This design comes from an exercise in tuning for small area on the open sky130 flow, not from production work.
Only simulation tests tie the RTL to the original design; equivalence was not proved.
Power is estimated from default activity; no workload was simulated.

<file path="flow/run.sh">
#!/bin/bash
# Own layout flow: the standard synthesis, then the combinational logic
# between the (unchanged) registers is mapped again with a stronger ABC
# script, then the standard layout from the new netlist. Ports are
# buffered with the smallest buffer.
set -euo pipefail
HERE=$(pwd)
R=$HERE/orfs/results/$FLOW_PLATFORM/router_top/base
LIB=$FLOW_HOME/platforms/$FLOW_PLATFORM/lib/sky130_fd_sc_hd__tt_025C_1v80.lib
YOSYS=$(command -v yosys || echo "$FLOW_HOME/../tools/install/yosys/bin/yosys")

bash standard.sh synth > synth.log 2>&1

cp "$R/1_2_yosys.v" "$HERE/std_synth.v"
sed -e "s|@LIB@|$LIB|g" -e "s|@IN@|$HERE/std_synth.v|g" -e "s|@OUT@|$HERE/remapped.v|g" \
    -e "s|@ABC@|$HERE/flow/remap.abc|g" flow/remap.ys.in > remap.ys
"$YOSYS" -s remap.ys > remap.log 2>&1

cp "$HERE/remapped.v" "$R/1_2_yosys.v"
rm -f "$R/1_synth.odb" "$R/1_synth.sdc"

export BUFFER_PORTS_ARGS="-buffer_cell sky130_fd_sc_hd__buf_1"
bash standard.sh finish > layout.log 2>&1
</file>
<file path="config.mk">
export PLATFORM = sky130hd
export DESIGN_NAME = router_top
export DESIGN_NICKNAME = router_top
export VERILOG_FILES = /design/flow/design.v
export SDC_FILE = /design/flow/constraint.sdc
export NUM_CORES = 4
export LEC_CHECK = 0
export ABC_AREA = 1
export CAP_MARGIN = 20
export CORE_MARGIN = 2
export CORE_UTILIZATION = 40
export CTS_BUF_LIST = sky130_fd_sc_hd__clkbuf_8
export CTS_CLUSTER_DIAMETER = 50
export CTS_CLUSTER_SIZE = 14
export SETUP_SLACK_MARGIN = -0.9
export SLEW_MARGIN = 20
</file>
<file path="flow/remap.ys.in">
read_liberty -ignore_miss_func @LIB@
read_verilog @IN@
hierarchy -top router_top
setattr -mod -set keep_hierarchy 1 sky130_fd_sc_hd__df* sky130_fd_sc_hd__edf*
flatten
opt_clean
abc -liberty @LIB@ -dont_use sky130_fd_sc_hd__lpflow_* -dont_use sky130_fd_sc_hd__probe* -script @ABC@
read_liberty -overwrite -lib @LIB@
splitnets
opt_clean -purge router_top
hilomap -singleton -hicell sky130_fd_sc_hd__conb_1 HI -locell sky130_fd_sc_hd__conb_1 LO
insbuf -buf sky130_fd_sc_hd__buf_4 A X
opt_clean -purge router_top
check -assert router_top
rename -hide w:*$func$*
stat -liberty @LIB@ router_top
select router_top
write_verilog -noattr -nohex -nodec -selected @OUT@
</file>
<file path="design.v">
module fifo(clk, rst, sft_rst, wr_en, rd_en, data_in, data_out, full, empty);
  input clk, rst, sft_rst, wr_en, rd_en;
  input [7:0] data_in;
  output reg [7:0] data_out;
  output full, empty;
  reg [4:0] ptr;
  reg [7:0] mem [0:15];
  integer i;
  assign empty = ptr[4];
  assign full  = (ptr == 5'd15);
  wire clr = !rst || sft_rst;
  wire we = wr_en & ~full;
  wire re = rd_en & ~empty;
  always @(posedge clk) begin
    if (clr)
      ptr <= 5'd31;
    else if (we & ~re)
      ptr <= ptr + 5'd1;
    else if (re & ~we)
      ptr <= ptr - 5'd1;
  end
  always @(posedge clk)
    if (we) begin
      mem[0] <= data_in;
      for (i = 1; i < 16; i = i + 1)
        mem[i] <= mem[i-1];
    end
  wire [15:0] sel = clr ? 16'd0 : (16'd1 << ptr[3:0]);
  wire [7:0] rd_mux =
      (mem[0]  & {8{sel[0]}})  | (mem[1]  & {8{sel[1]}})  | (mem[2]  & {8{sel[2]}})  | (mem[3]  & {8{sel[3]}})  |
      (mem[4]  & {8{sel[4]}})  | (mem[5]  & {8{sel[5]}})  | (mem[6]  & {8{sel[6]}})  | (mem[7]  & {8{sel[7]}})  |
      (mem[8]  & {8{sel[8]}})  | (mem[9]  & {8{sel[9]}})  | (mem[10] & {8{sel[10]}}) | (mem[11] & {8{sel[11]}}) |
      (mem[12] & {8{sel[12]}}) | (mem[13] & {8{sel[13]}}) | (mem[14] & {8{sel[14]}}) | (mem[15] & {8{sel[15]}});
  always @(posedge clk)
    if (clr || re)
      data_out <= rd_mux;
endmodule
module fsm(clk, rst, pkt_valid, data_in, full_0, full_1, full_2, empty_0, empty_1, empty_2,
           soft_reset_0, soft_reset_1, soft_reset_2, busy, err, write_en, dout);
  input clk, rst, pkt_valid;
  input [7:0] data_in;
  input full_0, full_1, full_2, empty_0, empty_1, empty_2;
  input soft_reset_0, soft_reset_1, soft_reset_2;
  output busy;
  output reg err;
  output [2:0] write_en;
  output reg [7:0] dout;
  localparam DA  = 3'd0, LFD = 3'd1, LD  = 3'd2, FFS = 3'd3,
             LAF = 3'd4, LP  = 3'd5, CPE = 3'd6, WTE = 3'd7;
  reg [2:0] st, nst;
  reg [1:0] addr;
  reg [7:0] ffb, acc;
  reg parity_done, low_packet_valid;
  wire da  = (st == DA);
  wire lfd = (st == LFD);
  wire ld  = (st == LD);
  wire laf = (st == LAF);
  reg fifo_full, fifo_empty, sft;
  always @(*) begin
    case (addr)
      2'd0: begin fifo_full = full_0; fifo_empty = empty_0; sft = soft_reset_0; end
      2'd1: begin fifo_full = full_1; fifo_empty = empty_1; sft = soft_reset_1; end
      2'd2: begin fifo_full = full_2; fifo_empty = empty_2; sft = soft_reset_2; end
      default: begin fifo_full = 1'b0; fifo_empty = 1'b0; sft = 1'b0; end
    endcase
  end
  reg new_empty;
  always @(*) begin
    case (data_in[1:0])
      2'd0: new_empty = empty_0;
      2'd1: new_empty = empty_1;
      2'd2: new_empty = empty_2;
      default: new_empty = 1'b0;
    endcase
  end
  always @(*) begin
    case (st)
      DA:  nst = (pkt_valid && data_in[1:0] != 2'd3) ? (new_empty ? LFD : WTE) : DA;
      LFD: nst = LD;
      LD:  nst = fifo_full ? FFS : (!pkt_valid ? LP : LD);
      FFS: nst = fifo_full ? FFS : LAF;
      LAF: nst = low_packet_valid ? LP : LD;    
      LP:  nst = fifo_full ? LP : CPE;
      CPE: nst = fifo_full ? CPE : DA;
      default: nst = fifo_empty ? LFD : WTE;
    endcase
  end
  always @(posedge clk) begin
    if (!rst || sft)
      st <= DA;
    else
      st <= nst;
  end
  always @(posedge clk)
    if (da)
      addr <= data_in[1:0];
  assign busy = !(da || ld);
  wire wr = ld || laf || (st == LP);
  assign write_en = wr ? {addr == 2'd2, addr == 2'd1, addr == 2'd0} : 3'b000;
  always @(posedge clk) begin
    if (da || (ld && !fifo_full))
      dout <= data_in;
    else if (laf)
      dout <= ffb;
  end
  always @(posedge clk)
    if (ld && fifo_full)
      ffb <= data_in;
  always @(posedge clk) begin
    if (!rst || st == CPE)
      low_packet_valid <= 1'b0;
    else if (ld && !pkt_valid)
      low_packet_valid <= 1'b1;
  end
  wire par_ld  = ld && !pkt_valid && !fifo_full;
  wire par_laf = laf && low_packet_valid;
  always @(posedge clk) begin
    if (!rst || da)
      parity_done <= 1'b0;
    else if (par_ld || par_laf)
      parity_done <= 1'b1;
  end
  always @(posedge clk) begin
    if (da)
      acc <= data_in;
    else if (ld && !(fifo_full && pkt_valid && low_packet_valid))
      acc <= acc ^ data_in;
  end
  always @(posedge clk)
    err <= rst && parity_done && (acc != 8'd0);
endmodule
module router_synchronizer(clock, resetn, vld, rd, soft_reset);
  input clock, resetn, vld, rd;
  output soft_reset;
  reg [4:0] count;
  wire low_zero = (count[3:0] == 4'd0);
  assign soft_reset = count[4] & low_zero;
  always @(posedge clock) begin
    if (!resetn || soft_reset || !vld || rd)
      count <= 5'd0;
    else
      count <= {count[3:0], count[4] ^ count[2] ^ low_zero};
  end
endmodule
module router_top(clock,resetn,pkt_valid,read_enb_0,read_enb_1,read_enb_2,data_in,
                  busy,err,vld_out_0,vld_out_1,vld_out_2,data_out_0,data_out_1,data_out_2);
  input [7:0] data_in;
  input pkt_valid, clock, resetn, read_enb_0, read_enb_1, read_enb_2;
  output [7:0] data_out_0, data_out_1, data_out_2;
  output vld_out_0, vld_out_1, vld_out_2, err, busy;
  wire full_0, full_1, full_2, empty_0, empty_1, empty_2;
  wire soft_reset_0, soft_reset_1, soft_reset_2;
  wire [2:0] write_en;
  wire [7:0] d;
  fifo fifo_0(clock, resetn, soft_reset_0, write_en[0], read_enb_0, d, data_out_0, full_0, empty_0);
  fifo fifo_1(clock, resetn, soft_reset_1, write_en[1], read_enb_1, d, data_out_1, full_1, empty_1);
  fifo fifo_2(clock, resetn, soft_reset_2, write_en[2], read_enb_2, d, data_out_2, full_2, empty_2);
  assign vld_out_0 = !empty_0;
  assign vld_out_1 = !empty_1;
  assign vld_out_2 = !empty_2;
  router_synchronizer timeout_0(clock, resetn, vld_out_0, read_enb_0, soft_reset_0);
  router_synchronizer timeout_1(clock, resetn, vld_out_1, read_enb_1, soft_reset_1);
  router_synchronizer timeout_2(clock, resetn, vld_out_2, read_enb_2, soft_reset_2);
  fsm ctrl(clock, resetn, pkt_valid, data_in, full_0, full_1, full_2, empty_0, empty_1, empty_2,
           soft_reset_0, soft_reset_1, soft_reset_2, busy, err, write_en, d);
endmodule
</file>
<file path="standard.sh">
#!/bin/bash
# synth_recipe.tcl (not shown) runs the flow's synth.tcl, then flattens the netlist and writes it again
# the make line also repeats each setting of config.mk as NAME=value (left out here)
make -C /OpenROAD-flow-scripts/flow DESIGN_CONFIG=/design/flow/config.mk WORK_HOME=/design/flow/orfs CLKGATE_MAP_FILE= SYNTH_SCRIPT=/design/flow/synth_recipe.tcl "${@:-finish}"
</file>
<file path="constraint.sdc">
create_clock -name core_clock -period 5.0 [get_ports {clock}]
set_input_delay 1.0000 -clock core_clock [delete_from_list [all_inputs] [get_ports {clock}]]
set_output_delay 1.0000 -clock core_clock [all_outputs]
set_load 0.01 [all_outputs]
</file>
<file path="flow/remap.abc">
strash
&get -n
&fraig -x
&put
scorr
dc2
strash
&get -n
&deepsyn -T 60
&dch -f
&nf -R 1000
&put
strash
&get -n
&dch -f
&nf -R 1000
&put
</file>
==> summary.txt, run 1 <==
Clocking
The clock sink count is 470. TritonCTS built the clock tree. Clock-pin slew was measured on the worst setup and hold paths at 100 ps. Post-CTS timing repair inserted 0 buffers for setup. The tree is rooted in a sky130_fd_sc_hd__clkbuf_8. The number of buffers inserted during clock tree synthesis is 45.

The clock network latency to the later pin of the worst-skew pair is 660 ps. The clock passes through at most 3 buffers. The maximum level of the CTS H-tree is 2. Hold repair after CTS inserted 0 buffers. After clock tree synthesis, the repair step resized 0 gates.

Worst setup path
Tracing the worst setup path back leads to its startpoint at ctrl.st[2]. On the critical path, the stage with the largest delay is an instance of sky130_fd_sc_hd__buf_4. The endpoint type of the worst setup path is a flop. The critical path in this run is classified as reg -> reg.

The source of the worst register-to-register timing path is ctrl.st[2]. The worst reg-to-reg setup slack is 1990 ps. In this design, the largest share of critical-path delay is due to buffers and inverters. The data required time of the worst path is 5550 ps. Along the worst path, the maximum fanout reaches 71. For the worst setup path, the data arrival time is 3560 ps. STA classifies the critical path startpoint as a flop. The logic depth of the worst register-to-register path is 11. In this design, the stage delay of the slowest critical-path cell is 690 ps. The endpoint identified for the worst register-to-register timing path is fifo_2.ptr[3]. The critical path contains buffers and inverters numbering 2 combined. The critical path goes through nor2_1 > clkinv_1 > a21o_1 > nor3_4 > buf_4 > nor2_1 > a21oi_1 > nor3_1 > a21oi_1 > xnor2_1 > nand2_1.

Worst hold path
The depth of the worst hold-timing path is 0. The worst-case hold path end point is fifo_1.mem[15][3]. The hold path startpoint is fifo_1.mem[14][3]. The tightest min-delay check is of the reg -> reg type.

Power and ir drop
The worst supply voltage drop on vdd is 0.333 mV. The overall power of the completed layout is 10700 uW. Power spread over the standard cell area amounts to 564 nW/um2. The analysis attributes to cell leakage a power of 0.00595 uW.

GRT
The first global-routing pass estimated 57.2 mm of wire. The number of antenna violations at the first check in global routing is 0. Entering global routing, the biggest net connects 93 pins. The all-layer global routing usage is 17.4%. The total overflow left after global routing is 0.

The via count of the first global-routing pass is 9430.

Run
Max-cap violations in this run came to 0.

Cells and area
The final non-filler cell area is 19000 um2. The final core utilization is 45.3%. The net count of the finished layout is 1085. For this run, the number of standard cells in the final layout without fillers is 1648. The count of fill cells added during filler insertion is 3615.

Cells with a size suffix above 1 make up 8.84% of the layout. Compared with the post-synthesis result, the final layout area differs by 12.2%.

Detailed routing
The remaining routing DRC violations is 0. The routed wirelength normalized by instance count is 23.1 um. The first-pass detailed-route iteration total is 7. The detail route stage leaves a number of antenna-violating nets equal to 0. The total length of routed wires is 38.1 mm.

After detailed routing, the number of vias per cell comes to 5.86. For this block, the initial DRC count from the detailed router was 1380. The count of vias placed by the detailed router is 9650.

Synthesis
In this run the cell area of the synthesized design comes to 16900 um2. The post-synthesis instance total is 962. Each instance of the synthesized netlist takes up on average 17.6 um2. The number of nets handed over by synthesis was 976. The warning count from the yosys run is 4.

Die
The core region is 41900 um2. In this run the horizontal extent of the chip is 210 um. In this run the vertical extent of the chip is 210 um. The placement row count is 75. The initial utilization of the core area, before any placement, comes to 40.4%.

The number of placed I/O pins is 43. The die area is 43900 um2.

STA
The final-report max-slew violation count is 0. At the pin with the least slew margin, the transition time is 1090 ps. Of the available clock period, the critical path in the final layout requires 60.2%. The final number of hold-violating endpoints came to 0. The clock arrives with 52.1 ps of skew.

The worst slew margin relative to its limit is 27.2%. The tightest hold margin is 438 ps. The number of endpoints failing setup at the final stage is 0. Setup repair after global routing left no endpoint under its margin. The top achievable clock speed is 332 MHz. For the finished layout, the period the worst path requires is 3010 ps.

Run status
The run finished with no timing, DRC or antenna violations.

Placement
In this run the cell area measured after placement is 18000 um2. The detailed-placement wirelength estimate is 22.9 mm. The routability congestion estimate from global placement is 0.821.

The number of placed instances, taps included, is 1561. During placement, the flow inserted port buffers numbering 42.
[power breakdown]
group	internal, uW	leakage, uW	switching (uW)
Combinational	678	0.00111	1450
Clock	1100	0.000556	1370
Sequential	5530	0.00429	573
[per-layer routing]
metal	vias up	GRT usage, %	share of wire [%]
met5	-	0	0
met4	0	7.65	2.9
met2	498	25.2	44
met3	72	3.91	9.4
li1	4279	-	-
met1	4801	25.3	43
[sequential cells by signal (all words and copies together), names as in the netlist, 2 cells and up]
register and cells:
fifo_1.data_out 8, fifo_2.data_out 8, ctrl.acc 8, ctrl.ffb 8, ctrl.st 3, ctrl.dout 8, fifo_0.ptr 5, ctrl.addr 2
timeout_1.count 5, timeout_0.count 5, fifo_1.mem 128, fifo_1.ptr 5, fifo_2.ptr 5, fifo_2.mem 128, fifo_0.data_out 8, fifo_0.mem 128
timeout_2.count 5
[stage by stage]
step | setup WS [ps] | setup TNS, ps
2_1_floorplan | -2310 | -212700
3_3_place_gp | 2020 | 0
3_5_place_dp | 1960 | 0
4_1_cts | 1960 | 0
5_1_grt | 1630 | 0
6_report | 1990 | 0
[worst max-delay path by stage]
| stage | endpoint | slack [ps] | cells past startpoint |
|---|---|---|---|
| 3_3_place_gp | fifo_0.mem[12][7] | 2020 | 6 |
| 6_report | fifo_2.ptr[3] | 1990 | 11 |
| 3_5_place_dp | fifo_0.mem[4][7] | 1960 | 6 |
| 4_1_cts | fifo_0.mem[12][7] | 1960 | 6 |
| 5_1_grt | fifo_2.ptr[3] | 1630 | 11 |
| 2_1_floorplan | fifo_2.ptr[3] | -2310 | 11 |
[area by class of cell]
cell class	count	area [um2]	area share (%)
diodes	1	2.50	0.0132
multi-input cells	484	3220	17.0
clock inverters	39	329	1.74
inverters	8	30.0	0.158
well taps	539	674	3.56
flip-flops and latches	470	13800	72.5
clock buffers	45	619	3.27
repair buffers	62	332	1.75
[worst register-to-register path: cells and delay by family, from the launching register on]
kind,cells,cell delay [ps]
AO/OA/AOI/OAI,3,820
AND/OR/NAND/NOR,5,740
XOR/XNOR,1,140
flip-flops,1,370
buffers and inverters,2,860
[placed cells by master, fill, tap and decap left out, types with 10 or more instances in the layout]
master	count
sky130_fd_sc_hd__nand2_1	76
sky130_fd_sc_hd__edfxtp_1	434
sky130_fd_sc_hd__dfxtp_1	36
sky130_fd_sc_hd__o21ai_0	22
sky130_fd_sc_hd__a222oi_1	73
sky130_fd_sc_hd__nor2_1	53
sky130_fd_sc_hd__nor3_1	18
sky130_fd_sc_hd__inv_1	21
sky130_fd_sc_hd__a21oi_1	29
sky130_fd_sc_hd__buf_1	42
sky130_fd_sc_hd__xnor2_1	10
sky130_fd_sc_hd__nand4_1	10
sky130_fd_sc_hd__a221oi_1	21
sky130_fd_sc_hd__and2_0	16
sky130_fd_sc_hd__clkbuf_8	45
sky130_fd_sc_hd__a22oi_1	30
sky130_fd_sc_hd__nor3_2	10
sky130_fd_sc_hd__a22o_1	18
sky130_fd_sc_hd__buf_4	18
sky130_fd_sc_hd__a31oi_1	17
sky130_fd_sc_hd__nand2b_1	12
==> run 2: changes to the inputs <==
--- a/config.mk
+++ b/config.mk
@@ -9,8 +9,8 @@
 export CAP_MARGIN = 20
 export CORE_MARGIN = 2
 export CORE_UTILIZATION = 40
-export CTS_BUF_LIST = sky130_fd_sc_hd__clkbuf_8
-export CTS_CLUSTER_DIAMETER = 50
-export CTS_CLUSTER_SIZE = 14
+export CTS_BUF_LIST = sky130_fd_sc_hd__clkbuf_16
+export CTS_CLUSTER_DIAMETER = 80
+export CTS_CLUSTER_SIZE = 25
 export SETUP_SLACK_MARGIN = -0.9
 export SLEW_MARGIN = 20
==> run 2 against run 1 <==
Highest routed layer unchanged; routed wire length down 1.3%; core utilization fell by 0.45 points; still clean on timing, DRC and antenna; synthesized area unchanged; sequential share of layout area rose by 0.73 points; fmax shrank 1.3%; via count shrank 1.7%.
==> summary.txt, run 2 <==
Cells and area
The count of fill cells added during filler insertion is 3609 (was 3615). Highest-count cells in the layout ignoring fill and taps: sky130_fd_sc_hd__edfxtp_1 (434), sky130_fd_sc_hd__nand2_1 (76), sky130_fd_sc_hd__a222oi_1 (73) (unchanged). The number of diodes came to 0 (was 1). The leading cell type in the layout, fill and taps excluded is sky130_fd_sc_hd__edfxtp_1 (unchanged).

The number of nets in the finished design came to 1064 (was 1085). The layout overhead on the synthesized area is 11.0% (was 12.2%). The final non-filler cell area came to 18800 um2 (was 19000 um2). Largest registers: fifo_0.mem x128, fifo_1.mem x128, fifo_2.mem x128 (unchanged).

The fraction of layout instances using a drive strength above 1 was 6.46% (was 8.84%).

STA
The clock period minus worst slack is 3050 ps (was 3010 ps). The setup TNS after final layout came to 0 ps (unchanged). The number of endpoints failing setup at the final stage is 0 (unchanged). Unrepaired setup endpoints after global routing: no (unchanged). The top achievable clock speed came to 328 MHz (was 332 MHz).

The largest clock skew in the final design is 32.3 ps (was 52.1 ps). The worst slew margin relative to its limit is 25.2% (was 27.2%). The least setup slack across all paths after layout is 1950 ps (was 1990 ps). The part of the cycle the worst path needs is 61.0% (was 60.2%). The final number of hold-violating endpoints is 0 (unchanged).

The pin slew with the least headroom to its limit was 1120 ps (was 1090 ps). The final-report max-slew violation count is 0 (unchanged).

Placement
The detailed-placement wirelength estimate is 22.9 mm (unchanged). The routability congestion estimate from global placement is 0.821 (unchanged). The worst slack at placement was 1960 ps (unchanged). The total of buffers placed on input and output ports was 42 (unchanged). The post-place instance area is 18000 um2 (unchanged).

Worst setup path
The critical path startpoint category is a flop (unchanged). The critical-path maximum fanout is 71 (unchanged). The endpoint type of the worst setup path is a flop (unchanged).

The data required time of the worst path is 5460 ps (was 5550 ps). The arrival time at the worst endpoint is 3510 ps (was 3560 ps). The logic depth of the worst register-to-register path is 11 (unchanged).

The worst-path cell with the longest stage delay is sky130_fd_sc_hd__buf_4 (unchanged). The maximum single-stage delay on the critical path is 690 ps (about the same). Ordered cell list for the critical path: nor2_1 > clkinv_1 > a21o_1 > nor3_4 > buf_4 > nor2_1 > a21oi_1 > nor3_1 > a21oi_1 > xnor2_1 > nand2_1 (unchanged).

The type of the worst setup path is reg -> reg (unchanged).

Detailed routing
The routed via count divided by cell count is 5.90 (was 5.86). The antenna violation net count after detailed routing was 0 (unchanged). The count of vias placed by the detailed router is 9485 (was 9650).

The remaining routing DRC violations is 0 (unchanged). The routed wirelength normalized by instance count is 23.4 um (was 23.1 um). The first-pass detailed-route iteration total is 6 (was 7). The violation count after the first detailed-route iteration is 1233 (was 1380). The total length of routed wires came to 37.7 mm (was 38.1 mm).

Clocking
The CTS tree is built (unchanged). The root buffer cell is sky130_fd_sc_hd__clkbuf_16 (was sky130_fd_sc_hd__clkbuf_8). The maximum level of the CTS H-tree was 1 (was 2).

The number of instances resized during post-cts repair is 0 (unchanged). The maximum buffer depth of the clock tree came to 3 (unchanged). The number of buffers inserted during clock tree synthesis is 24 (was 45). The register clock-pin slew on the reported worst setup and hold paths was 100 ps (about the same). The post-CTS setup buffer count came to 0 (unchanged). The clock sink count came to 470 (unchanged). The number of buffers added to fix hold violations after cts was 0 (unchanged). The clock network latency to the later pin of the worst-skew pair came to 570 ps (was 660 ps).

Worst hold path
The depth of the worst hold-timing path is 0 (unchanged). The path class of the lowest-slack min-delay path is reg -> reg (unchanged).

GRT
The number of antenna violations at the first check in global routing was 0 (unchanged). The largest net degree at the start of global routing is 93 (unchanged). The all-layer global routing usage is 16.8% (was 17.4%). The global-route wire length before repair is 56.3 mm (was 57.2 mm). The via count of the first global-routing pass came to 9245 (was 9430). The residual overflow from global routing was 0 (unchanged).

Die
The vertical die dimension is 210 um (unchanged). The starting density of the core is 40.4% (unchanged). The number of placed I/O pins is 43 (unchanged). The die area is 43900 um2 (unchanged). The placement row count is 75 (unchanged). The die span in x was 210 um (unchanged). The core area was 41900 um2 (unchanged).

Synthesis
The cell area after synthesis is 16900 um2 (unchanged). The warning count from the yosys run is 4 (unchanged). The post-synthesis average cell area is 17.6 um2 (unchanged). The post-synthesis instance total is 962 (unchanged). The synthesized net count was 976 (unchanged).

Run status
Run status: finished clean (unchanged).

Power and ir drop
The worst supply voltage drop on vdd is 0.269 mV (was 0.333 mV). The power density relative to cell area is 555 nW/um2 (was 564 nW/um2). The static leakage is 0.00581 uW (was 0.00595 uW).

Run
The max capacitance violation total was 0 (unchanged).
[run 2: metrics by stage]
step,utilization (%),instances,power [uW],hold slack [ps]
finish,44.9,1607,10400,451
global route,44.9,1607,10900,456
CTS,44.7,1605,10500,451
detailed placement,42.9,1561,8270,434
global placement,42.9,1561,8230,429
floorplan,-,962,7430,416
[run 2: layer usage]
layer	GRT usage, %	up-vias	part of all wire (%)
met5	0	-	0
met4	5.65	0	2.7
met3	2.66	64	9.2
met2	25.3	485	45
met1	25.2	4719	44
li1	-	4217	-
[run 2: report_power, final]
part | internal, uW | switching [uW] | total [uW]
sequential | 5530 | 571 | 6100
clock | 965 | 1230 | 2200
combinational | 679 | 1450 | 2130
total | 7170 | 3250 | 10400
[run 2: cell type report]
| type | count | area, um2 | share of cell area, % |
|---|---|---|---|
| clock inverters | 18 | 110 | 0.587 |
| multi-input cells | 484 | 3220 | 17.2 |
| repair buffers | 62 | 332 | 1.77 |
| well taps | 539 | 674 | 3.59 |
| inverters | 8 | 30.0 | 0.160 |
| clock buffers | 26 | 651 | 3.47 |
| flip-flops and latches | 470 | 13800 | 73.3 |
[run 2: worst max-delay path, delay by kind of cell (launching register included)]
kind                      cells  cell delay (ps)
AOI/OAI and AO/OA             3              840
and+or+nand+nor               5              740
xor gates and xnor gates      1              140
DFF                           1              370
buffers and inverters         2              860
[run 2: path summary, 6_finish.rpt]
| check | startpoint | endpoint | slack, ps |
|---|---|---|---|
| setup / recovery | ctrl.st[2] | fifo_2.ptr[3] | 1950 |
| setup reg to reg | ctrl.st[2] | fifo_2.ptr[3] | 1950 |
| hold / removal | fifo_0.mem[7][1] | fifo_0.mem[8][1] | 450 |
| hold reg to reg | fifo_0.mem[7][1] | fifo_0.mem[8][1] | 450 |
==> run 3: changes to the inputs <==
--- a/config.mk
+++ b/config.mk
@@ -6,11 +6,13 @@
 export NUM_CORES = 4
 export LEC_CHECK = 0
 export ABC_AREA = 1
-export CAP_MARGIN = 20
+export CAP_MARGIN = 0
 export CORE_MARGIN = 2
-export CORE_UTILIZATION = 40
+export CORE_UTILIZATION = 65
 export CTS_BUF_LIST = sky130_fd_sc_hd__clkbuf_16
 export CTS_CLUSTER_DIAMETER = 80
 export CTS_CLUSTER_SIZE = 25
+export GPL_ROUTABILITY_DRIVEN = 1
+export PLACE_DENSITY = 0.75
 export SETUP_SLACK_MARGIN = -0.9
-export SLEW_MARGIN = 20
+export SLEW_MARGIN = 0
==> run 3 against run 2 <==
Die area shrank 38%; global-route usage grew 10 points; cell count shrank 13%; worst hold slack gained 1.6 ps; synthesized area is the same; highest routed layer unchanged; largest cell class unchanged; combinational power shrank 2%; first-iteration DRC count grew 40%; still clean on timing, DRC and antenna; sequential power is essentially flat; critical path depth is the same; critical endpoint is now fifo_0.ptr[3]; largest power group unchanged; flip-flop and latch count is the same; via count grew 2.4%.
==> summary.txt, run 3 <==
Run status
Run status: finished clean (unchanged).

STA
The tightest hold margin is 452 ps (was 451 ps). The largest clock skew in the final design was 10.6 ps (was 32.3 ps). The pin slew with the least headroom to its limit came to 1190 ps (was 1120 ps).

The least setup slack across all paths after layout was 1750 ps (was 1950 ps). The worst slew margin relative to its limit is 20.3% (was 25.2%). The final number of hold-violating endpoints was 0 (unchanged). The top achievable clock speed came to 307 MHz (was 328 MHz). Unrepaired setup endpoints after global routing: no (unchanged). The final-report max-slew violation count was 0 (unchanged). The part of the cycle the worst path needs is 65.1% (was 61.0%).

The clock period minus worst slack is 3250 ps (was 3050 ps). The number of endpoints failing setup at the final stage is 0 (unchanged).

Placement
The post-place instance area came to 17700 um2 (was 18000 um2). The worst slack at placement is 1820 ps (was 1960 ps). The total of buffers placed on input and output ports came to 42 (unchanged).

The routability congestion estimate from global placement was 0.873 (was 0.821). The detailed-placement wirelength estimate is 22.2 mm (was 22.9 mm).

Detailed routing
The remaining routing DRC violations was 0 (unchanged). The routed via count divided by cell count is 6.93 (was 5.90). The antenna violation net count after detailed routing is 0 (unchanged). The total length of routed wires is 36.1 mm (was 37.7 mm). The routed wirelength normalized by instance count is 25.7 um (was 23.4 um).

The count of vias placed by the detailed router is 9712 (was 9485). The violation count after the first detailed-route iteration came to 1728 (was 1233). The first-pass detailed-route iteration total is 8 (was 6).

Die
The starting density of the core is 65.6% (was 40.4%). The number of placed I/O pins was 43 (unchanged). The die area is 27300 um2 (was 43900 um2). The vertical die dimension was 165 um (was 210 um). The placement row count came to 59 (was 75). The die span in x was 165 um (was 210 um).

The core area is 25800 um2 (was 41900 um2).

Cells and area
Highest-count cells in the layout ignoring fill and taps: sky130_fd_sc_hd__edfxtp_1 (434), sky130_fd_sc_hd__nand2_1 (76), sky130_fd_sc_hd__a222oi_1 (73) (unchanged). The final non-filler cell area is 18400 um2 (was 18800 um2). The number of nets in the finished design is 1064 (unchanged).

The fraction of layout instances using a drive strength above 1 is 4.97% (was 6.46%). The leading cell type in the layout, fill and taps excluded was sky130_fd_sc_hd__edfxtp_1 (unchanged). Largest registers: fifo_0.mem x128, fifo_1.mem x128, fifo_2.mem x128 (unchanged).

The layout overhead on the synthesized area is 8.57% (was 11.0%).

Worst setup path
The critical path startpoint category is a flop (unchanged). The type of the worst setup path is reg -> reg (unchanged). The arrival time at the worst endpoint is 3700 ps (was 3510 ps).

The critical-path maximum fanout is 34 (was 71). The data required time of the worst path is 5450 ps (was 5460 ps). The endpoint type of the worst setup path is a flop (unchanged).

Power and ir drop
The static leakage was 0.00576 uW (was 0.00581 uW). The power density relative to cell area is 554 nW/um2 (was 555 nW/um2). The worst supply voltage drop on vdd is 0.377 mV (was 0.269 mV).

Clocking
The post-CTS setup buffer count is 0 (unchanged). The root buffer cell is sky130_fd_sc_hd__clkbuf_16 (unchanged). The clock sink count is 470 (unchanged). The CTS tree was built (unchanged). The maximum buffer depth of the clock tree was 3 (unchanged). The number of instances resized during post-cts repair was 0 (unchanged). The number of buffers inserted during clock tree synthesis is 22 (was 24). The clock network latency to the later pin of the worst-skew pair is 550 ps (was 570 ps).

The number of buffers added to fix hold violations after cts is 0 (unchanged). The maximum level of the CTS H-tree is 1 (unchanged). The register clock-pin slew on the reported worst setup and hold paths was 100 ps (about the same).

Synthesis
The synthesized net count is 976 (unchanged). The post-synthesis average cell area is 17.6 um2 (unchanged). The warning count from the yosys run is 4 (unchanged). The cell area after synthesis came to 16900 um2 (unchanged). The post-synthesis instance total is 962 (unchanged).

Worst hold path
The path class of the lowest-slack min-delay path is reg -> reg (unchanged).

GRT
The number of antenna violations at the first check in global routing is 1 (was 0). The largest net degree at the start of global routing is 132 (was 93). The global-route wire length before repair was 54.5 mm (was 56.3 mm).

The residual overflow from global routing was 0 (unchanged). The all-layer global routing usage is 27.0% (was 16.8%). The via count of the first global-routing pass is 9401 (was 9245).

Run
The max capacitance violation total came to 0 (unchanged).
## run 3: worst paths after layout
path / end / slack [ps] / start / cells after the start
worst max-delay path: fifo_0.ptr[3] / 1750 / ctrl.st[2] / 11
worst min-delay path: fifo_1.mem[8][1] / 450 / fifo_1.mem[7][1] / 0
worst max register to register: fifo_0.ptr[3] / 1750 / ctrl.st[2] / 11
worst min register to register: fifo_1.mem[8][1] / 450 / fifo_1.mem[7][1] / 0
## run 3: cell type report
class	count	area (um2)
Sequential cell	470	13800
Timing Repair Buffer	64	335
Fill cell	1616	7410
Tap cell	335	419
Multi-Input combinational cell	484	3170
Clock buffer	23	576
Inverter	8	30.0
Antenna cell	1	2.50
Clock inverter	17	67.6
## run 3: critical path: stages (launching register included)
cell                       delay, ps
sky130_fd_sc_hd__dfxtp_1         380
sky130_fd_sc_hd__nor2_1          270
sky130_fd_sc_hd__clkinv_1        200
sky130_fd_sc_hd__a21o_1          340
sky130_fd_sc_hd__nor2_4          740
sky130_fd_sc_hd__nor2_1          120
sky130_fd_sc_hd__o21ai_0         260
sky130_fd_sc_hd__or2_0           260
sky130_fd_sc_hd__nand2_1         130
sky130_fd_sc_hd__o22ai_1         220
sky130_fd_sc_hd__xnor2_1         160
sky130_fd_sc_hd__nand2_1          60
## run 3: through the flow
step	cells	total power, uW	TNS, ps	util, %
after floorplan	962	7430	-212700	-
after global placement	1361	8140	0	68.7
after detailed placement	1361	8220	0	68.7
after CTS	1401	10200	0	71.2
after global routing	1401	10600	0	71.2
final	1402	10200	0	71.2
## run 3: power by group
| part | internal [uW] | total [uW] | switching [uW] |
|---|---|---|---|
| clock network | 842 | 1990 | 1150 |
| registers | 5530 | 6100 | 569 |
| logic | 665 | 2090 | 1420 |
| total | 7040 | 10200 | 3140 |
## run 3: routing by layer
layer / part of all wire (%) / GRT usage, % / vias up / routed length [um]
met4: 3.2 / 8.93 / 0 / 1150
met1: 39 / 40.4 / 4775 / 14100
met5: 0 / 0 / - / 0
li1: - / - / 4207 / -
met2: 46 / 41.6 / 646 / 16800
met3: 11 / 4.30 / 84 / 4060
==> run 4: changes to the inputs <==
--- a/config.mk
+++ b/config.mk
@@ -6,13 +6,12 @@
 export NUM_CORES = 4
 export LEC_CHECK = 0
 export ABC_AREA = 1
-export CAP_MARGIN = 0
+export CAP_MARGIN = 10
 export CORE_MARGIN = 2
 export CORE_UTILIZATION = 65
 export CTS_BUF_LIST = sky130_fd_sc_hd__clkbuf_16
 export CTS_CLUSTER_DIAMETER = 80
 export CTS_CLUSTER_SIZE = 25
-export GPL_ROUTABILITY_DRIVEN = 1
 export PLACE_DENSITY = 0.75
 export SETUP_SLACK_MARGIN = -0.9
-export SLEW_MARGIN = 0
+export SLEW_MARGIN = 10
==> run 4 against run 3 <==
Clock-buffer cell count unchanged; global-route usage unchanged; flip-flop and latch count unchanged; sequential share of layout area unchanged; still clean; largest cell class unchanged; first-iteration DRC count unchanged; fmax unchanged; power unchanged; critical path depth unchanged.
==> summary.txt, run 4 <==
Clocking
The number of buffers inserted during clock tree synthesis is 22 (unchanged). The root buffer cell is sky130_fd_sc_hd__clkbuf_16 (unchanged). The clock sink count is 470 (unchanged). The number of buffers added to fix hold violations after cts is 0 (unchanged). The maximum buffer depth of the clock tree was 3 (unchanged). The maximum level of the CTS H-tree is 1 (unchanged). The number of instances resized during post-cts repair is 0 (unchanged). The clock network latency to the later pin of the worst-skew pair is 550 ps (about the same). The post-CTS setup buffer count is 0 (unchanged). The register clock-pin slew on the reported worst setup and hold paths came to 100 ps (about the same).

The CTS tree is built (unchanged).

Placement
The number of placed instances with taps included is 1361 (unchanged). The routability congestion estimate from global placement is 0.873 (unchanged). The post-place instance area is 17700 um2 (unchanged). The detailed-placement wirelength estimate came to 22.2 mm (unchanged). The total of buffers placed on input and output ports came to 42 (unchanged).

Die
The placement row count is 59 (unchanged). The die area is 27300 um2 (unchanged). The core area came to 25800 um2 (unchanged). The die span in x is 165 um (unchanged). The starting density of the core is 65.6% (unchanged).

The vertical die dimension is 165 um (unchanged). The number of placed I/O pins is 43 (unchanged).

Cells and area
The layout overhead on the synthesized area is 8.57% (unchanged). The final core utilization came to 71.2% (unchanged). The fraction of layout instances using a drive strength above 1 is 4.97% (unchanged).

Highest-count cells in the layout ignoring fill and taps: sky130_fd_sc_hd__edfxtp_1 (434), sky130_fd_sc_hd__nand2_1 (76), sky130_fd_sc_hd__a222oi_1 (73) (unchanged). The number of nets in the finished design came to 1064 (unchanged). Largest registers: fifo_0.mem x128, fifo_1.mem x128, fifo_2.mem x128 (unchanged). The leading cell type in the layout, fill and taps excluded is sky130_fd_sc_hd__edfxtp_1 (unchanged).

The filler-free cell count of the finished design is 1402 (unchanged). The final non-filler cell area is 18400 um2 (unchanged).

Power and ir drop
The worst supply voltage drop on vdd is 0.377 mV (unchanged). The static leakage came to 0.00576 uW (unchanged). The power density relative to cell area came to 554 nW/um2 (unchanged).

STA
The worst slew margin relative to its limit is 20.3% (unchanged). The largest clock skew in the final design was 10.6 ps (unchanged). The final number of hold-violating endpoints came to 0 (unchanged). The top achievable clock speed came to 307 MHz (unchanged).

The clock period minus worst slack came to 3250 ps (unchanged). The part of the cycle the worst path needs is 65.1% (unchanged). Unrepaired setup endpoints after global routing: no (unchanged). The final-report max-slew violation count is 0 (unchanged).

The number of endpoints failing setup at the final stage is 0 (unchanged). The pin slew with the least headroom to its limit is 1190 ps (unchanged).

Worst setup path
The arrival time at the worst endpoint is 3700 ps (about the same). The capture instance of the worst register-to-register path is fifo_0.ptr[3] (unchanged). The worst reg-to-reg setup slack was 1750 ps (about the same). The data required time of the worst path is 5450 ps (about the same). The endpoint type of the worst setup path is a flop (unchanged). The critical-path maximum fanout is 34 (unchanged). The type of the worst setup path is reg -> reg (unchanged). The source of the worst register-to-register timing path is ctrl.st[2] (unchanged). The critical path startpoint category was a flop (unchanged).

The logic depth of the worst register-to-register path is 11 (unchanged).

Worst hold path
The depth of the worst hold-timing path came to 0 (unchanged). The path class of the lowest-slack min-delay path was reg -> reg (unchanged). The worst-case hold path end point is fifo_1.mem[8][1] (unchanged). The hold path startpoint is fifo_1.mem[7][1] (unchanged).

Synthesis
The post-synthesis average cell area came to 17.6 um2 (unchanged). The warning count from the yosys run is 4 (unchanged). The synthesized net count is 976 (unchanged). The cell area after synthesis is 16900 um2 (unchanged). The post-synthesis instance total came to 962 (unchanged).

GRT
The global-route wire length before repair is 54.5 mm (unchanged). The via count of the first global-routing pass came to 9401 (unchanged). The all-layer global routing usage is 27.0% (unchanged). The number of antenna violations at the first check in global routing was 1 (unchanged). The residual overflow from global routing is 0 (unchanged). The largest net degree at the start of global routing is 132 (unchanged).

Detailed routing
The total length of routed wires is 36.1 mm (unchanged). The routed wirelength normalized by instance count is 25.7 um (unchanged). The count of vias placed by the detailed router was 9712 (unchanged). The routed via count divided by cell count is 6.93 (unchanged). The remaining routing DRC violations came to 0 (unchanged).

The first-pass detailed-route iteration total came to 8 (unchanged). The violation count after the first detailed-route iteration is 1728 (unchanged). The antenna violation net count after detailed routing is 0 (unchanged).

Run status
Run status: finished clean (unchanged).

Run
The max capacitance violation total is 0 (unchanged).
[run 4: stage by stage]
stage          hold WS, ps  setup slack, ps  power (uW)  setup TNS [ps]
2_1_floorplan          416            -2310        7430         -212700
3_3_place_gp           429             2090        8140               0
3_5_place_dp           434             1820        8220               0
4_1_cts                449             1820       10200               0
5_1_grt                459             1470       10600               0
6_report               452             1750       10200               0
[run 4: worst max-delay path, stage by stage, from the launching register on]
cell	delay [ps]
sky130_fd_sc_hd__dfxtp_1	380
sky130_fd_sc_hd__nor2_1	270
sky130_fd_sc_hd__clkinv_1	200
sky130_fd_sc_hd__a21o_1	340
sky130_fd_sc_hd__nor2_4	740
sky130_fd_sc_hd__nor2_1	120
sky130_fd_sc_hd__o21ai_0	260
sky130_fd_sc_hd__or2_0	260
sky130_fd_sc_hd__nand2_1	130
sky130_fd_sc_hd__o22ai_1	220
sky130_fd_sc_hd__xnor2_1	160
sky130_fd_sc_hd__nand2_1	60
[run 4: final cells by class]
type,instances,area (um2)
Multi-Input combinational cell,484,3170
Fill cell,1616,7410
Timing Repair Buffer,64,335
Tap cell,335,419
Antenna cell,1,2.50
Clock buffer,23,576
Inverter,8,30.0
Clock inverter,17,67.6
Sequential cell,470,13800
[run 4: report_power, final]
part | internal [uW] | switching (uW)
Sequential | 5530 | 569
Clock | 842 | 1150
Combinational | 665 | 1420
[run 4: worst max path at each step]
stage / startpoint / end / slack (ps) / cells past startpoint
3_3_place_gp: ctrl.st[2] / fifo_0.ptr[4] / 2090 / 12
6_report: ctrl.st[2] / fifo_0.ptr[3] / 1750 / 11
3_5_place_dp: ctrl.st[2] / fifo_0.ptr[4] / 1820 / 12
5_1_grt: ctrl.st[2] / fifo_0.ptr[4] / 1470 / 12
2_1_floorplan: ctrl.st[2] / fifo_2.ptr[3] / -2310 / 11
4_1_cts: ctrl.st[2] / fifo_0.ptr[4] / 1820 / 12
[run 4: metal layers]
layer	GRT usage [%]	part of all wire, %	vias to the layer above
met1	40.4	39	4775
met5	0	0	-
met4	8.93	3.2	0
met3	4.30	11	84
li1	-	-	4207
met2	41.6	46	646
==> run 5: changes to the inputs <==
--- a/config.mk
+++ b/config.mk
@@ -8,10 +8,10 @@
 export ABC_AREA = 1
 export CAP_MARGIN = 10
 export CORE_MARGIN = 2
-export CORE_UTILIZATION = 65
+export CORE_UTILIZATION = 55
 export CTS_BUF_LIST = sky130_fd_sc_hd__clkbuf_16
 export CTS_CLUSTER_DIAMETER = 80
 export CTS_CLUSTER_SIZE = 25
-export PLACE_DENSITY = 0.75
+export PLACE_DENSITY = 0.7
 export SETUP_SLACK_MARGIN = -0.9
 export SLEW_MARGIN = 10
==> run 5 against run 4 <==
Still clean; via count decreased by 0.93%; synthesized cell count unchanged; critical path depth increased by 1; worst hold slack improved by 0.77 ps; clock-buffer cell count unchanged; flip-flop and latch count unchanged; sequential power about the same; final area increased by 0.50%; synthesized area unchanged; core utilization decreased by 11 points; non-clock buffer count increased by 5; clock power about the same; largest cell class unchanged.
==> summary.txt, run 5 <==
Run
The max capacitance violation total was 0 (unchanged).

Worst setup path
The maximum single-stage delay on the critical path is 470 ps (was 740 ps). The endpoint type of the worst setup path is a flop (unchanged). The logic depth of the worst register-to-register path was 12 (was 11). The cell repeated most along the worst path is sky130_fd_sc_hd__a21oi_1. The family with the most delay on the worst path is simple AND/OR/NAND/NOR gates (unchanged). The number of buffers and inverters on the critical path is 2 (was 1). The arrival time at the worst endpoint is 3390 ps (was 3700 ps).

The critical path startpoint category is a flop (unchanged). The type of the worst setup path is reg -> reg (unchanged). The data required time of the worst path is 5440 ps (was 5450 ps). The critical-path maximum fanout is 42 (was 34).

The count of cell instances traversed by the critical path came to 12 (was 11). The worst-path cell with the longest stage delay is sky130_fd_sc_hd__buf_4 (was sky130_fd_sc_hd__nor2_4). Ordered cell list for the critical path: nor2_1 > clkinv_1 > a21o_1 > nor3_4 > buf_4 > and2_0 > nor2b_1 > a21oi_1 > nor3_1 > a21oi_1 > o22ai_1 > nand2_1 (was nor2_1 > clkinv_1 > a21o_1 > nor2_4 > nor2_1 > o21ai_0 > or2_0 > nand2_1 > o22ai_1 > xnor2_1 > nand2_1).

Clocking
The maximum level of the CTS H-tree is 1 (unchanged). The number of buffers added to fix hold violations after cts is 0 (unchanged). The register clock-pin slew on the reported worst setup and hold paths is 100 ps (about the same). The post-CTS setup buffer count is 0 (unchanged). The clock sink count is 470 (unchanged). The CTS tree is built (unchanged). The number of buffers inserted during clock tree synthesis is 22 (unchanged). The clock network latency to the later pin of the worst-skew pair is 540 ps (was 550 ps). The number of instances resized during post-cts repair is 0 (unchanged). The maximum buffer depth of the clock tree is 3 (unchanged). The root buffer cell is sky130_fd_sc_hd__clkbuf_16 (unchanged).

STA
The final-report max-slew violation count was 0 (unchanged). The clock period minus worst slack is 2950 ps (was 3250 ps). The largest clock skew in the final design was 8.77 ps (was 10.6 ps). The worst slew margin relative to its limit was 23.5% (was 20.3%). The pin slew with the least headroom to its limit is 1140 ps (was 1190 ps).

Unrepaired setup endpoints after global routing: no (unchanged). The part of the cycle the worst path needs is 59.0% (was 65.1%). The number of endpoints failing setup at the final stage is 0 (unchanged).

The top achievable clock speed is 339 MHz (was 307 MHz). The final number of hold-violating endpoints is 0 (unchanged).

Detailed routing
The violation count after the first detailed-route iteration is 1658 (was 1728). The total length of routed wires is 36.1 mm (about the same). The routed via count divided by cell count is 6.56 (was 6.93). The antenna violation net count after detailed routing was 0 (unchanged). The first-pass detailed-route iteration total came to 9 (was 8). The remaining routing DRC violations is 0 (unchanged). The routed wirelength normalized by instance count is 24.6 um (was 25.7 um). The count of vias placed by the detailed router came to 9622 (was 9712).

Placement
The routability congestion estimate from global placement was 0.824 (was 0.873). The total of buffers placed on input and output ports is 42 (unchanged). The post-place instance area is 17800 um2 (was 17700 um2). The detailed-placement wirelength estimate is 22.3 mm (was 22.2 mm). The number of placed instances with taps included is 1426 (was 1361).

Cells and area
The layout overhead on the synthesized area is 9.12% (was 8.57%). The leading cell type in the layout, fill and taps excluded is sky130_fd_sc_hd__edfxtp_1 (unchanged). The fraction of layout instances using a drive strength above 1 came to 5.42% (was 4.97%). The number of diodes is 0 (was 1). The multi-input combinational cell area is 3170 um2 (unchanged). Highest-count cells in the layout ignoring fill and taps: sky130_fd_sc_hd__edfxtp_1 (434), sky130_fd_sc_hd__nand2_1 (76), sky130_fd_sc_hd__a222oi_1 (73) (unchanged). The filler-free cell count of the finished design is 1466 (was 1402). The count of fill cells added during filler insertion is 2270 (was 1616). The number of nets in the finished design was 1069 (was 1064). Largest registers: fifo_0.mem x128, fifo_1.mem x128, fifo_2.mem x128 (unchanged). The final non-filler cell area is 18400 um2 (about the same). The storage element area is 13800 um2 (unchanged).

Power and ir drop
The internal cell power is 7040 uW (about the same). The worst supply voltage drop on vdd is 0.338 mV (was 0.377 mV). The part of the power in the clock network is 19.4% (was 19.6%). The power density relative to cell area is 551 nW/um2 (was 554 nW/um2).

The switching portion of total power is 30.7% (was 30.9%). The net switching component of the power came to 3130 uW (was 3140 uW). The sequential group share of total power is 59.9% (about the same). The part of the total power dissipated in combinational logic is 20.7% (was 20.5%). The static leakage came to 0.00578 uW (was 0.00576 uW).

GRT
The global-route wire length before repair is 54.7 mm (was 54.5 mm). The number of antenna violations at the first check in global routing is 1 (unchanged). The largest net degree at the start of global routing is 90 (was 132).

The residual overflow from global routing is 0 (unchanged). The via count of the first global-routing pass is 9417 (was 9401). The all-layer global routing usage came to 22.7% (was 27.0%).

Worst hold path
The path class of the lowest-slack min-delay path is reg -> reg (unchanged). The depth of the worst hold-timing path is 0 (unchanged).

Run status
Run status: finished clean (unchanged).

Die
The die span in x is 179 um (was 165 um). The placement row count was 64 (was 59). The vertical die dimension is 179 um (was 165 um).

The number of placed I/O pins is 43 (unchanged). The die area was 32200 um2 (was 27300 um2). The core area came to 30400 um2 (was 25800 um2). The starting density of the core is 55.6% (was 65.6%).

Synthesis
The synthesized net count came to 976 (unchanged). The post-synthesis average cell area is 17.6 um2 (unchanged). The post-synthesis instance total was 962 (unchanged). The cell area after synthesis is 16900 um2 (unchanged). The warning count from the yosys run was 4 (unchanged).
==> run 5: metal layers <==
| metal | vias up | routed length (um) | GRT usage [%] |
|---|---|---|---|
| met5 | - | 0 | 0 |
| met4 | 0 | 990 | 7.06 |
| met3 | 77 | 3770 | 4.09 |
| met2 | 562 | 16300 | 34.2 |
| met1 | 4761 | 15000 | 34.5 |
| li1 | 4222 | - | - |
==> run 5: power by group through the flow <==
stage | clock [uW] | combinational (uW) | sequential (uW)
detailed placement | 0 | 2070 | 6170
global route | 2120 | 2290 | 6200
CTS | 2010 | 2080 | 6090
global placement | 0 | 2040 | 6140
finish | 1980 | 2100 | 6090
floorplan | 0 | 1390 | 6040
==> run 5: through the flow <==
step	setup slack, ps	hold WS (ps)	total power [uW]	utilization, %	setup TNS, ps
finish	2050	453	10200	60.6	0
global route	1680	461	10600	60.6	0
CTS	2090	453	10200	60.6	0
detailed placement	2100	432	8240	58.5	0
global placement	2210	428	8170	58.5	0
floorplan	-2310	416	7430	-	-212700
==> run 5: worst paths after layout <==
check / slack [ps] / start / to
max: 2050 / ctrl.st[2] / fifo_2.ptr[4]
min: 450 / fifo_1.mem[6][3] / fifo_1.mem[7][3]
max reg2reg: 2050 / ctrl.st[2] / fifo_2.ptr[4]
min reg2reg: 450 / fifo_1.mem[6][3] / fifo_1.mem[7][3]
==> run 5: cell type report <==
type	count	area share [%]
flip-flops and latches	470	74.5
multi-input cells	484	17.2
clock buffers	23	3.12
well taps	396	2.69
repair buffers	69	1.94
clock inverters	16	0.346
inverters	8	0.163
==> run 6: changes to the inputs <==
--- a/config.mk
+++ b/config.mk
@@ -11,7 +11,7 @@
 export CORE_UTILIZATION = 55
 export CTS_BUF_LIST = sky130_fd_sc_hd__clkbuf_16
 export CTS_CLUSTER_DIAMETER = 80
-export CTS_CLUSTER_SIZE = 25
+export CTS_CLUSTER_SIZE = 28
 export PLACE_DENSITY = 0.7
-export SETUP_SLACK_MARGIN = -0.9
+export SETUP_SLACK_MARGIN = -2
 export SLEW_MARGIN = 10
==> run 6 against run 5 <==
Fmax is 0.33% higher; still clean on timing, DRC and antenna; sequential power hardly changed; clock skew is 4.5 ps higher; core utilization is 0.19 points lower; routed wire length is 0.27% lower; synthesized area stayed put; die area stayed put; global-route usage hardly changed; critical path depth stayed put; cell count is 0.27% lower; power is 0.82% lower; register-to-register slack hardly changed; critical path type unchanged.
==> summary.txt, run 6 <==
Cells and area
The count of fill cells added during filler insertion is 2264 (was 2270). The layout overhead on the synthesized area came to 8.78% (was 9.12%). Highest-count cells in the layout ignoring fill and taps: sky130_fd_sc_hd__edfxtp_1 (434), sky130_fd_sc_hd__nand2_1 (76), sky130_fd_sc_hd__a222oi_1 (73) (unchanged). The number of nets in the finished design is 1067 (was 1069). The leading cell type in the layout, fill and taps excluded was sky130_fd_sc_hd__edfxtp_1 (unchanged). Largest registers: fifo_0.mem x128, fifo_1.mem x128, fifo_2.mem x128 (unchanged).

The filler-free cell count of the finished design is 1462 (was 1466). The fraction of layout instances using a drive strength above 1 is 5.25% (was 5.42%). The number of diodes is 0 (unchanged).

GRT
The global-route wire length before repair came to 54.6 mm (was 54.7 mm). The via count of the first global-routing pass is 9292 (was 9417). The largest net degree at the start of global routing was 90 (unchanged).

The residual overflow from global routing came to 0 (unchanged). The all-layer global routing usage is 22.7% (about the same). The number of antenna violations at the first check in global routing was 1 (unchanged).

Worst setup path
The family with the most delay on the worst path is simple AND/OR/NAND/NOR gates (unchanged). The maximum single-stage delay on the critical path was 470 ps (about the same). The count of cell instances traversed by the critical path is 12 (unchanged). The critical path endpoint was fifo_2.ptr[3] (was fifo_2.ptr[4]). The number of buffers and inverters on the critical path is 2 (unchanged). The cell repeated most along the worst path is sky130_fd_sc_hd__a21oi_1 (unchanged). The worst reg-to-reg setup slack is 2060 ps (was 2050 ps).

The endpoint type of the worst setup path is a flop (unchanged). The critical-path maximum fanout came to 42 (unchanged). The arrival time at the worst endpoint was 3380 ps (was 3390 ps). Ordered cell list for the critical path: nor2_1 > clkinv_1 > a21o_1 > nor3_4 > buf_4 > and2_0 > nor2b_1 > a21oi_1 > nor3_1 > a21oi_1 > xnor2_1 > nand2_1 (was nor2_1 > clkinv_1 > a21o_1 > nor3_4 > buf_4 > and2_0 > nor2b_1 > a21oi_1 > nor3_1 > a21oi_1 > o22ai_1 > nand2_1). The worst-path cell with the longest stage delay is sky130_fd_sc_hd__buf_4 (unchanged).

The logic depth of the worst register-to-register path is 12 (unchanged). The critical path startpoint was ctrl.st[2] (unchanged). The source of the worst register-to-register timing path is ctrl.st[2] (unchanged).

The capture instance of the worst register-to-register path is fifo_2.ptr[3] (was fifo_2.ptr[4]). The data required time of the worst path is 5440 ps (about the same). The type of the worst setup path is reg -> reg (unchanged). The critical path startpoint category is a flop (unchanged).

Detailed routing
The first-pass detailed-route iteration total is 9 (unchanged). The highest metal layer used by the detailed router is met5 (was met4). The wire length on met3 is 3.72 mm (was 3.77 mm). The wire length on met1 is 15.0 mm (about the same).

The violation count after the first detailed-route iteration is 1716 (was 1658). The routed via count divided by cell count was 6.52 (was 6.56). The remaining routing DRC violations is 0 (unchanged). The met2 wirelength from detailed routing is 16.3 mm (about the same).

The count of vias placed by the detailed router is 9531 (was 9622). The antenna violation net count after detailed routing is 0 (unchanged). The routed wirelength normalized by instance count was 24.6 um (about the same). The total length of routed wires is 36.0 mm (was 36.1 mm).

Die
The core area is 30400 um2 (unchanged). The starting density of the core is 55.6% (unchanged). The die area was 32200 um2 (unchanged). The vertical die dimension is 179 um (unchanged).

The die span in x was 179 um (unchanged). The number of placed I/O pins is 43 (unchanged). The placement row count is 64 (unchanged).

STA
The top achievable clock speed was 340 MHz (was 339 MHz). The final-report max-slew violation count is 0 (unchanged). The number of endpoints failing setup at the final stage was 0 (unchanged). The setup TNS after final layout is 0 ps (unchanged). The tightest hold margin is 453 ps (about the same). The part of the cycle the worst path needs was 58.8% (was 59.0%). Unrepaired setup endpoints after global routing: no (unchanged). The largest clock skew in the final design is 13.2 ps (was 8.77 ps). The clock period minus worst slack was 2940 ps (was 2950 ps). The least setup slack across all paths after layout is 2060 ps (was 2050 ps). The pin slew with the least headroom to its limit is 1130 ps (was 1140 ps). The worst slew margin relative to its limit is 24.2% (was 23.5%). The final number of hold-violating endpoints was 0 (unchanged).

Clocking
The root buffer cell was sky130_fd_sc_hd__clkbuf_16 (unchanged). The number of buffers inserted during clock tree synthesis is 20 (was 22). The register clock-pin slew on the reported worst setup and hold paths was 100 ps (about the same). The clock sink count was 470 (unchanged). The CTS tree is built (unchanged). The post-CTS setup buffer count is 0 (unchanged).

The maximum buffer depth of the clock tree is 3 (unchanged). The number of instances resized during post-cts repair is 0 (unchanged). The clock network latency to the later pin of the worst-skew pair is 550 ps (was 540 ps). The number of buffers added to fix hold violations after cts is 0 (unchanged).

The maximum level of the CTS H-tree is 1 (unchanged).

Power and ir drop
The overall power of the completed layout came to 10100 uW (was 10200 uW). The worst supply voltage drop on vdd came to 0.381 mV (was 0.338 mV). The static leakage came to 0.00574 uW (was 0.00578 uW). The power density relative to cell area is 548 nW/um2 (was 551 nW/um2).

Worst hold path
The hold path startpoint is fifo_2.mem[14][6] (was fifo_1.mem[6][3]). The path class of the lowest-slack min-delay path is reg -> reg (unchanged).

Synthesis
The post-synthesis instance total came to 962 (unchanged). The cell area after synthesis is 16900 um2 (unchanged). The post-synthesis average cell area is 17.6 um2 (unchanged). The synthesized net count is 976 (unchanged). The warning count from the yosys run is 4 (unchanged).

Run status
Run status: finished clean (unchanged).

Placement
The routability congestion estimate from global placement is 0.824 (unchanged). The number of placed instances with taps included is 1426 (unchanged). The total of buffers placed on input and output ports is 42 (unchanged). The worst slack at placement is 2100 ps (unchanged). The detailed-placement wirelength estimate is 22.3 mm (unchanged).

Run
The max capacitance violation total was 0 (unchanged).
## run 6: cell count changes in the layout (fill, tap and decap cells not counted)
cell and change:
sky130_fd_sc_hd__inv_1 -2, sky130_fd_sc_hd__buf_2 +1, sky130_fd_sc_hd__clkinvlp_4 -1, sky130_fd_sc_hd__clkinv_4 +1, sky130_fd_sc_hd__clkbuf_2 -1, sky130_fd_sc_hd__clkbuf_16 -2
## run 6: worst min path at each step
| stage | cells after the start | slack [ps] | to |
|---|---|---|---|
| after global routing | 0 | 460 | fifo_0.mem[13][5] |
| final | 0 | 450 | fifo_2.mem[15][6] |
| after CTS | 0 | 450 | fifo_2.mem[15][6] |
| after detailed placement | 0 | 430 | fifo_2.mem[15][6] |
| after global placement | 0 | 430 | fifo_1.mem[7][3] |
| after floorplan | 2 | 420 | ctrl.err |
## run 6: area by class of cell
| class | count | area, um2 | area share (%) |
|---|---|---|---|
| clock inverter | 14 | 57.6 | 0.313 |
| multi-input combinational | 484 | 3170 | 17.3 |
| clock buffer | 21 | 526 | 2.86 |
| timing repair buffer | 69 | 358 | 1.95 |
| tap | 396 | 495 | 2.69 |
| sequential | 470 | 13800 | 74.8 |
| inverter | 8 | 30.0 | 0.163 |
## run 6: where the power goes
group | leakage [uW] | internal [uW] | switching [uW]
clock network | 0.000332 | 773 | 1130
logic | 0.00112 | 670 | 1420
registers | 0.00429 | 5530 | 559
total | 0.00574 | 6970 | 3110
## run 6: per-layer routing
metal	global-route usage, %	vias up
li1	-	4211
met1	34.5	4717
met2	34.3	532
met3	4.22	69
met4	6.28	2
met5	0	-
## run 6: stage by stage
step | area, um2 | utilization, %
2_1_floorplan | 16900 | -
3_5_place_dp | 17800 | 58.5
4_1_cts | 18400 | 60.4
6_report | 18400 | 60.4
5_1_grt | 18400 | 60.4
3_3_place_gp | 17800 | 58.5
==> run 7: changes to the inputs <==
--- a/flow/remap.abc
+++ b/flow/remap.abc
@@ -15,3 +15,13 @@
 &dch -f
 &nf -R 1000
 &put
+strash
+&get -n
+&dch -f
+&nf -R 1000
+&put
+strash
+&get -n
+&dch -f
+&nf -R 1000
+&put
==> run 7 against run 6 <==
Still clean on timing, DRC and antenna; fmax is 7.3% lower; register-to-register slack worse by 230 ps; final area is 0.36% lower; global-route usage is 0.19 points lower; synthesized cell count is 0.94% lower; clock skew is 2.2 ps higher; sequential power hardly changed; via count hardly changed; core utilization is 0.059 points lower; first-iteration DRC count is 0.29% lower; power is 0.13% lower; setup slack worse by 230 ps.
==> summary.txt, run 7 <==
Clocking
The register clock-pin slew on the reported worst setup and hold paths is 110 ps (was 100 ps). The CTS tree is built (unchanged). The clock sink count is 470 (unchanged). The root buffer cell is sky130_fd_sc_hd__clkbuf_16 (unchanged).

The number of buffers added to fix hold violations after cts is 0 (unchanged). The number of buffers inserted during clock tree synthesis came to 21 (was 20). The maximum buffer depth of the clock tree is 3 (unchanged).

The maximum level of the CTS H-tree is 1 (unchanged). The post-CTS setup buffer count is 0 (unchanged). The clock network latency to the later pin of the worst-skew pair is 540 ps (was 550 ps). The number of instances resized during post-cts repair is 0 (unchanged).

Power and ir drop
The part of the power in the clock network is 19.3% (was 18.9%). The sequential group share of total power was 60.4% (about the same). The static leakage was 0.00572 uW (was 0.00574 uW). The power density relative to cell area is 550 nW/um2 (was 548 nW/um2). The worst supply voltage drop on vdd is 0.472 mV (was 0.381 mV).

The part of the total power dissipated in combinational logic came to 20.3% (was 20.8%). The switching portion of total power was 30.9% (about the same). The net switching component of the power is 3110 uW (about the same). The internal cell power is 6960 uW (was 6970 uW).

The overall power of the completed layout was 10100 uW (about the same).

Worst setup path
The cell repeated most along the worst path is sky130_fd_sc_hd__nand2_1 (was sky130_fd_sc_hd__a21oi_1). The critical path endpoint is fifo_0.ptr[4] (was fifo_2.ptr[3]). Ordered cell list for the critical path: nor2_1 > clkinv_1 > a21o_1 > nor2_4 > nor2_1 > o21ai_0 > or2_0 > nand2_1 > o22ai_1 > nand2_1 > o21ai_0 > nand2_1 (was nor2_1 > clkinv_1 > a21o_1 > nor3_4 > buf_4 > and2_0 > nor2b_1 > a21oi_1 > nor3_1 > a21oi_1 > xnor2_1 > nand2_1).

The count of cell instances traversed by the critical path is 12 (unchanged). The critical path startpoint category is a flop (unchanged). The family with the most delay on the worst path is simple AND/OR/NAND/NOR gates (unchanged). The arrival time at the worst endpoint is 3610 ps (was 3380 ps). The logic depth of the worst register-to-register path came to 12 (unchanged). The worst-path cell with the longest stage delay was sky130_fd_sc_hd__nor2_4 (was sky130_fd_sc_hd__buf_4). The data required time of the worst path is 5430 ps (was 5440 ps).

The maximum single-stage delay on the critical path came to 690 ps (was 470 ps). The type of the worst setup path was reg -> reg (unchanged). The critical-path maximum fanout is 29 (was 42). The source of the worst register-to-register timing path is ctrl.st[2] (unchanged). The capture instance of the worst register-to-register path is fifo_0.ptr[4] (was fifo_2.ptr[3]).

The critical path startpoint is ctrl.st[2] (unchanged). The number of buffers and inverters on the critical path is 1 (was 2). The worst reg-to-reg setup slack came to 1830 ps (was 2060 ps). The endpoint type of the worst setup path was a flop (unchanged).

STA
The final-report max-slew violation count is 0 (unchanged). Unrepaired setup endpoints after global routing: no (unchanged). The final number of hold-violating endpoints is 0 (unchanged). The least setup slack across all paths after layout is 1830 ps (was 2060 ps). The worst slew margin relative to its limit is 19.2% (was 24.2%). The pin slew with the least headroom to its limit is 1200 ps (was 1130 ps). The clock period minus worst slack is 3170 ps (was 2940 ps). The largest clock skew in the final design was 15.4 ps (was 13.2 ps).

The part of the cycle the worst path needs is 63.4% (was 58.8%). The top achievable clock speed is 315 MHz (was 340 MHz). The number of endpoints failing setup at the final stage is 0 (unchanged).

Cells and area
The layout overhead on the synthesized area is 8.74% (was 8.78%). The fraction of layout instances using a drive strength above 1 is 4.87% (was 5.25%). Largest registers: fifo_0.mem x128, fifo_1.mem x128, fifo_2.mem x128 (unchanged). The number of nets in the finished design came to 1048 (was 1067). The number of diodes was 0 (unchanged).

Highest-count cells in the layout ignoring fill and taps: sky130_fd_sc_hd__edfxtp_1 (434), sky130_fd_sc_hd__a222oi_1 (87), sky130_fd_sc_hd__nand2_1 (73) (was sky130_fd_sc_hd__edfxtp_1 (434), sky130_fd_sc_hd__nand2_1 (76), sky130_fd_sc_hd__a222oi_1 (73)). The leading cell type in the layout, fill and taps excluded is sky130_fd_sc_hd__edfxtp_1 (unchanged). The final core utilization is 60.4% (about the same).

GRT
The largest net degree at the start of global routing is 109 (was 90). The via count of the first global-routing pass is 9148 (was 9292). The number of antenna violations at the first check in global routing is 0 (was 1). The residual overflow from global routing is 0 (unchanged). The global-route wire length before repair came to 53.6 mm (was 54.6 mm). The all-layer global routing usage was 22.5% (was 22.7%).

Synthesis
The warning count from the yosys run is 4 (unchanged). The cell area after synthesis is 16900 um2 (about the same). The synthesized net count was 967 (was 976). The post-synthesis instance total is 953 (was 962). The post-synthesis average cell area was 17.7 um2 (was 17.6 um2).

Placement
The worst slack at placement is 1880 ps (was 2100 ps). The routability congestion estimate from global placement is 0.842 (was 0.824). The total of buffers placed on input and output ports is 42 (unchanged). The detailed-placement wirelength estimate is 21.8 mm (was 22.3 mm).

Detailed routing
The violation count after the first detailed-route iteration came to 1711 (was 1716). The count of vias placed by the detailed router is 9524 (was 9531). The routed wirelength normalized by instance count is 24.8 um (was 24.6 um). The routed via count divided by cell count is 6.60 (was 6.52).

The remaining routing DRC violations is 0 (unchanged). The antenna violation net count after detailed routing was 0 (unchanged). The total length of routed wires was 35.9 mm (was 36.0 mm).

The first-pass detailed-route iteration total is 7 (was 9).

Die
The starting density of the core was 55.5% (was 55.6%). The core area is 30300 um2 (was 30400 um2). The vertical die dimension is 179 um (about the same). The die span in x was 179 um (about the same). The number of placed I/O pins came to 43 (unchanged). The placement row count is 64 (unchanged). The die area was 32100 um2 (was 32200 um2).

Run
The max capacitance violation total is 0 (unchanged).

Worst hold path
The path class of the lowest-slack min-delay path is reg -> reg (unchanged).

Run status
Run status: finished clean (unchanged).
-- run 7: cell types whose count changed in the layout (fill, tap and decap cells not counted), moves of 3 or more --
| cell | change |
|---|---|
| sky130_fd_sc_hd__buf_4 | -12 |
| sky130_fd_sc_hd__nand4_1 | +4 |
| sky130_fd_sc_hd__a222oi_1 | +14 |
| sky130_fd_sc_hd__and4_1 | -6 |
| sky130_fd_sc_hd__a22o_1 | -14 |
| sky130_fd_sc_hd__a21oi_1 | -3 |
| sky130_fd_sc_hd__nor3_2 | +3 |
| sky130_fd_sc_hd__nand2_1 | -3 |
-- run 7: worst min path at each step --
stage	start	end	slack, ps	cells past startpoint
6_report	fifo_0.mem[1][5]	fifo_0.mem[2][5]	450	0
5_1_grt	fifo_2.mem[9][0]	fifo_2.mem[10][0]	460	0
4_1_cts	fifo_2.mem[2][4]	fifo_2.mem[3][4]	450	0
3_5_place_dp	fifo_2.mem[3][4]	fifo_2.mem[4][4]	430	0
3_3_place_gp	fifo_0.mem[8][1]	fifo_0.mem[9][1]	430	0
2_1_floorplan	ctrl.parity_done	ctrl.err	420	2
-- run 7: routing by layer --
metal  track usage, %  routed length (um)  vias up
li1                 -                   -     4173
met1             33.6               15100     4766
met2             33.8               16200      520
met3             4.88                3720       65
met4             6.71                 778        0
met5                0                   0        -
-- run 7: worst reg2reg max path, delay by kind of cell, from the launching register on --
kind	cells	cell delay, ps
flip-flops	1	390
AO/OA/AOI/OAI	4	870
buffers and inverters	1	190
AND/OR/NAND/NOR	7	1620
-- run 7: area by class of cell --
type	count	area, um2
repair buffers	58	303
fillers	2231	12000
clock inverters	16	86.3
clock buffers	21	526
multi-input cells	476	3140
well taps	396	495
inverters	7	26.3
flip-flops and latches	470	13800
-- run 7: power by group through the flow --
stage          Clock [uW]  Combinational [uW]  Sequential, uW
2_1_floorplan           0                1360            6040
3_3_place_gp            0                1980            6130
3_5_place_dp            0                2020            6150
4_1_cts              1980                2030            6080
5_1_grt              2100                2240            6180
6_report             1950                2040            6080
-- run 7: through the flow --
stage | hold slack (ps) | TNS [ps] | std cells | cell area (um2)
3_5_place_dp | 433 | 0 | 1407 | 17700
5_1_grt | 462 | 0 | 1444 | 18300
3_3_place_gp | 427 | 0 | 1407 | 17700
4_1_cts | 453 | 0 | 1444 | 18300
2_1_floorplan | 416 | -215290 | 953 | 16900
6_report | 448 | 0 | 1444 | 18300

separate check: timing with driven ports:
In the flow no input, the clock included, has a driving cell. The finished layouts below were timed again as built, in two steps.
Step 1, drivers: a clkbuf_16 drives clock and a buf_2 each remaining input, both assumed.
Step 2 moves the port delays by t, midway between the first and last clock arrival at a register: inputs arrive t later, outputs are due t later. That takes back most of the time a late clock gives input paths.
Three values: no drivers, after step 1, after step 2; two values: the first two.
run	t (ns)	setup slack, ns	worst setup path after step 2	slew at the worst register clock pin (ns)	worst slew at a driven data input, ns
run 1	0.681	1.990 / 1.990 / 1.990	register to register	0.10 / 0.10	0.04
run 2	0.605	1.951 / 1.951 / 1.951	register to register	0.10 / 0.10	0.04
run 3	0.591	1.745 / 1.745 / 1.745	register to register	0.10 / 0.10	0.04
run 4	0.591	1.745 / 1.745 / 1.745	register to register	0.10 / 0.10	0.04
run 5	0.583	2.049 / 2.049 / 2.049	register to register	0.10 / 0.10	0.05
run 6	0.591	2.059 / 2.059 / 2.059	register to register	0.11 / 0.11	0.05
run 7	0.585	1.829 / 1.829 / 1.829	register to register	0.11 / 0.11	0.04
After both steps setup and hold are still met in every run listed.
